Context: an optimization exercise on an open-source flow, tuned for small area. The choices shown serve that exercise and are no tape-out recipe.

==> ember <==
## top
module top (
    input  wire clk,
    input  wire rst_n,
    input  wire start,
    input  wire preload_valid,
    input  wire [5:0] preload_addr,
    input  wire [7:0] preload_data,
    input  wire [63:0] x_vector_flat,
    output wire [127:0] result_flat
);
clock: 10.0 ns
lec_check: 0
cap_margin: 20
core_margin: 2
core_utilization: 40
slew_margin: 20
synth_hierarchical: 1
synth_minimum_keep_size: 0
standard.sh (not shown) runs the stock make flow with config.mk's settings and CLKGATE_MAP_FILE= SYNTH_SCRIPT=/design/flow/synth_recipe.tcl, a recipe that flattens the netlist after the stock synthesis.
==> flow/flow/run.sh <==
#!/bin/bash
# The standard ORFS layout (the standard.sh, standard synthesis), with:
#  - port buffers made with buf_1 instead of the default delay buffer;
#  - clock tree synthesis with clkbuf_4, sink clusters of up to 9 within
#    55 um, and no dummy loads.
# make's output goes to standard.log; ORFS keeps each step's log under orfs/logs.
set -euo pipefail
bash standard.sh \
  BUFFER_PORTS_ARGS="-buffer_cell sky130_fd_sc_hd__buf_1" \
  CTS_ARGS="-sink_clustering_enable -repair_clock_nets -dont_use_dummy_load -buf_list sky130_fd_sc_hd__clkbuf_4 -sink_clustering_size 9 -sink_clustering_max_diameter 55" \
  finish > standard.log 2>&1
==> zinc (differences from ember) <==
--- a/flow/design.v
+++ b/flow/design.v
@@ -1467,11 +1467,101 @@
     assign a6_s827 = ~(1'b0 ^ ~(acc_r2[15]));
     assign a6_c828 = 1'b0 | ~(acc_r2[15]);
     wire a6_s829, a6_c830;
     assign a6_s829 = ~(1'b0 ^ ~(acc_r2[15]));
     assign a6_c830 = 1'b0 | ~(acc_r2[15]);
-    wire [16:0] s6 = ~({a6_c828, a6_c826, a6_c824, a6_c822, a6_c820, a6_c818, a6_c816, a6_c814, a6_c812, a6_c810, a6_c808, a6_c806, a6_c804, a6_c802, a6_c800, ~(acc_r2[1]), p6_0_0} + {a6_s829, a6_s827, a6_s825, a6_s823, a6_s821, a6_s819, a6_s817, a6_s815, a6_s813, a6_s811, a6_s809, a6_s807, a6_s805, a6_s803, a6_s801, a6_s799, ~(acc_r2[0])} + 17'd1);
+    wire bk6_p0 = p6_0_0 ^ ~(acc_r2[0]);
+    wire bk6_g0 = p6_0_0 & ~(acc_r2[0]);
+    wire bk6_p1 = ~(acc_r2[1]) ^ a6_s799;
+    wire bk6_g1 = ~(acc_r2[1]) & a6_s799;
+    wire bk6_p2 = a6_c800 ^ a6_s801;
+    wire bk6_g2 = a6_c800 & a6_s801;
+    wire bk6_p3 = a6_c802 ^ a6_s803;
+    wire bk6_g3 = a6_c802 & a6_s803;
+    wire bk6_p4 = a6_c804 ^ a6_s805;
+    wire bk6_g4 = a6_c804 & a6_s805;
+    wire bk6_p5 = a6_c806 ^ a6_s807;
+    wire bk6_g5 = a6_c806 & a6_s807;
+    wire bk6_p6 = a6_c808 ^ a6_s809;
+    wire bk6_g6 = a6_c808 & a6_s809;
+    wire bk6_p7 = a6_c810 ^ a6_s811;
+    wire bk6_g7 = a6_c810 & a6_s811;
+    wire bk6_p8 = a6_c812 ^ a6_s813;
+    wire bk6_g8 = a6_c812 & a6_s813;
+    wire bk6_p9 = a6_c814 ^ a6_s815;
+    wire bk6_g9 = a6_c814 & a6_s815;
+    wire bk6_p10 = a6_c816 ^ a6_s817;
+    wire bk6_g10 = a6_c816 & a6_s817;
+    wire bk6_p11 = a6_c818 ^ a6_s819;
+    wire bk6_g11 = a6_c818 & a6_s819;
+    wire bk6_p12 = a6_c820 ^ a6_s821;
+    wire bk6_g12 = a6_c820 & a6_s821;
+    wire bk6_p13 = a6_c822 ^ a6_s823;
+    wire bk6_g13 = a6_c822 & a6_s823;
+    wire bk6_p14 = a6_c824 ^ a6_s825;
+    wire bk6_g14 = a6_c824 & a6_s825;
+    wire bk6_p15 = a6_c826 ^ a6_s827;
+    wire bk6_g15 = a6_c826 & a6_s827;
+    wire bk6_p16 = a6_c828 ^ a6_s829;
+    wire bk6_g16 = a6_c828 & a6_s829;
+    wire bk6_g0c = bk6_g0 | bk6_p0;
+    wire bk6_G1 = bk6_g1 | (bk6_p1 & bk6_g0c);
+    wire bk6_P1 = bk6_p1 & bk6_p0;
+    wire bk6_G2 = bk6_g3 | (bk6_p3 & bk6_g2);
+    wire bk6_P2 = bk6_p3 & bk6_p2;
+    wire bk6_G3 = bk6_g5 | (bk6_p5 & bk6_g4);
+    wire bk6_P3 = bk6_p5 & bk6_p4;
+    wire bk6_G4 = bk6_g7 | (bk6_p7 & bk6_g6);
+    wire bk6_P4 = bk6_p7 & bk6_p6;
+    wire bk6_G5 = bk6_g9 | (bk6_p9 & bk6_g8);
+    wire bk6_P5 = bk6_p9 & bk6_p8;
+    wire bk6_G6 = bk6_g11 | (bk6_p11 & bk6_g10);
+    wire bk6_P6 = bk6_p11 & bk6_p10;
+    wire bk6_G7 = bk6_g13 | (bk6_p13 & bk6_g12);
+    wire bk6_P7 = bk6_p13 & bk6_p12;
+    wire bk6_G8 = bk6_g15 | (bk6_p15 & bk6_g14);
+    wire bk6_P8 = bk6_p15 & bk6_p14;
+    wire bk6_G9 = bk6_G2 | (bk6_P2 & bk6_G1);
+    wire bk6_P9 = bk6_P2 & bk6_P1;
+    wire bk6_G10 = bk6_G4 | (bk6_P4 & bk6_G3);
+    wire bk6_P10 = bk6_P4 & bk6_P3;
+    wire bk6_G11 = bk6_G6 | (bk6_P6 & bk6_G5);
+    wire bk6_P11 = bk6_P6 & bk6_P5;
+    wire bk6_G12 = bk6_G8 | (bk6_P8 & bk6_G7);
+    wire bk6_P12 = bk6_P8 & bk6_P7;
+    wire bk6_G13 = bk6_G10 | (bk6_P10 & bk6_G9);
+    wire bk6_P13 = bk6_P10 & bk6_P9;
+    wire bk6_G14 = bk6_G12 | (bk6_P12 & bk6_G11);
+    wire bk6_P14 = bk6_P12 & bk6_P11;
+    wire bk6_G15 = bk6_G14 | (bk6_P14 & bk6_G13);
+    wire bk6_P15 = bk6_P14 & bk6_P13;
+    wire bk6_G16 = bk6_G11 | (bk6_P11 & bk6_G13);
+    wire bk6_P16 = bk6_P11 & bk6_P13;
+    wire bk6_G17 = bk6_G3 | (bk6_P3 & bk6_G9);
+    wire bk6_P17 = bk6_P3 & bk6_P9;
+    wire bk6_G18 = bk6_G5 | (bk6_P5 & bk6_G13);
+    wire bk6_P18 = bk6_P5 & bk6_P13;
+    wire bk6_G19 = bk6_G7 | (bk6_P7 & bk6_G16);
+    wire bk6_P19 = bk6_P7 & bk6_P16;
+    wire bk6_G20 = bk6_g2 | (bk6_p2 & bk6_G1);
+    wire bk6_P20 = bk6_p2 & bk6_P1;
+    wire bk6_G21 = bk6_g4 | (bk6_p4 & bk6_G9);
+    wire bk6_P21 = bk6_p4 & bk6_P9;
+    wire bk6_G22 = bk6_g6 | (bk6_p6 & bk6_G17);
+    wire bk6_P22 = bk6_p6 & bk6_P17;
+    wire bk6_G23 = bk6_g8 | (bk6_p8 & bk6_G13);
+    wire bk6_P23 = bk6_p8 & bk6_P13;
+    wire bk6_G24 = bk6_g10 | (bk6_p10 & bk6_G18);
+    wire bk6_P24 = bk6_p10 & bk6_P18;
+    wire bk6_G25 = bk6_g12 | (bk6_p12 & bk6_G16);
+    wire bk6_P25 = bk6_p12 & bk6_P16;
+    wire bk6_G26 = bk6_g14 | (bk6_p14 & bk6_G19);
+    wire bk6_P26 = bk6_p14 & bk6_P19;
+    wire bk6_G27 = bk6_g16 | (bk6_p16 & bk6_G15);
+    wire bk6_P27 = bk6_p16 & bk6_P15;
+    wire [16:0] bk6_sum = {(bk6_p16 ^ bk6_G15), (bk6_p15 ^ bk6_G26), (bk6_p14 ^ bk6_G19), (bk6_p13 ^ bk6_G25), (bk6_p12 ^ bk6_G16), (bk6_p11 ^ bk6_G24), (bk6_p10 ^ bk6_G18), (bk6_p9 ^ bk6_G23), (bk6_p8 ^ bk6_G13), (bk6_p7 ^ bk6_G22), (bk6_p6 ^ bk6_G17), (bk6_p5 ^ bk6_G21), (bk6_p4 ^ bk6_G9), (bk6_p3 ^ bk6_G20), (bk6_p2 ^ bk6_G1), (bk6_p1 ^ bk6_g0c), (bk6_p0 ^ 1'b1)};
+    wire [16:0] s6 = ~bk6_sum;
     wire [15:0] a6 = (s6[16] != s6[15]) ? (s6[16] ? 16'h8000 : 16'h7fff) : s6[15:0];
     wire [63:0] b7_pp;
     pp_array u_b7_pp (.w(wt7), .x(x7), .n(b7_pp));
     wire m7_s831, m7_c832;
     xnor_cell u_m7_s831 (.a(b7_pp[6]), .b(b7_pp[13]), .y(m7_s831));
==> metrics.cfg <==
[layout]
nNetsFinal=3961
final_cell_mix=edfxtp_1, fa_1, nand2_1, a22oi_1, buf_1
multi_input_area_share=0.424
signal_buffers=298

[route]
dr.pass1.iters=18

[die]
initial_core_util=0.403

[status]
status=no timing/DRC/antenna violations

That was ember.
==> metrics.cfg <==
[status]
status=no timing/DRC/antenna violations

[layout]
nNetsFinal=3968
multi_input_area_share=0.427
final_cell_mix=edfxtp_1, fa_1, nand2_1, a22oi_1, buf_1
largestRegisters=w: 512 flops, result_n: 128 flops
signal_buffers=286
final-clk-cell-share=0.0170

[worst_setup_path]
critPathBufInv=3

[die]
initial_core_util=0.404

[route]
dr.pass1.iters=5

[clock_tree]
clock_path_buffers=3

That was zinc.
No run of this note included a check of the RTL's function; only the layout flow was run.

## port drivers added, routing unchanged
Ports are ideal in the flow. The routed layouts listed here were re-timed in OpenROAD.
Step 1 (the two cells are an assumption about what drives the block):
set clk [get_ports {clk}]
set_driving_cell -lib_cell sky130_fd_sc_hd__clkbuf_16 $clk
set_driving_cell -lib_cell sky130_fd_sc_hd__buf_2 [delete_from_list [all_inputs] $clk]
Step 2 adds t to the input delays and takes it off the output delays; t is the mean of the earliest and latest rising clock arrival at the registers after step 1. Input paths then give back, and output paths get back, about the clock's delay inside the block.
Slacks: ideal / step 1 / step 2; pairs: ideal / step 1.
run	t, ns	slack for setup (ns)	clock arrival spread, ns	pins driven straight from the clock port
ember	0.970	0.482 / 0.482 / 0.482	0.190 / 0.190	1
zinc	0.960	0.596 / 0.596 / 0.596	0.113 / 0.113	1
After both steps setup and hold are still met in every run listed.
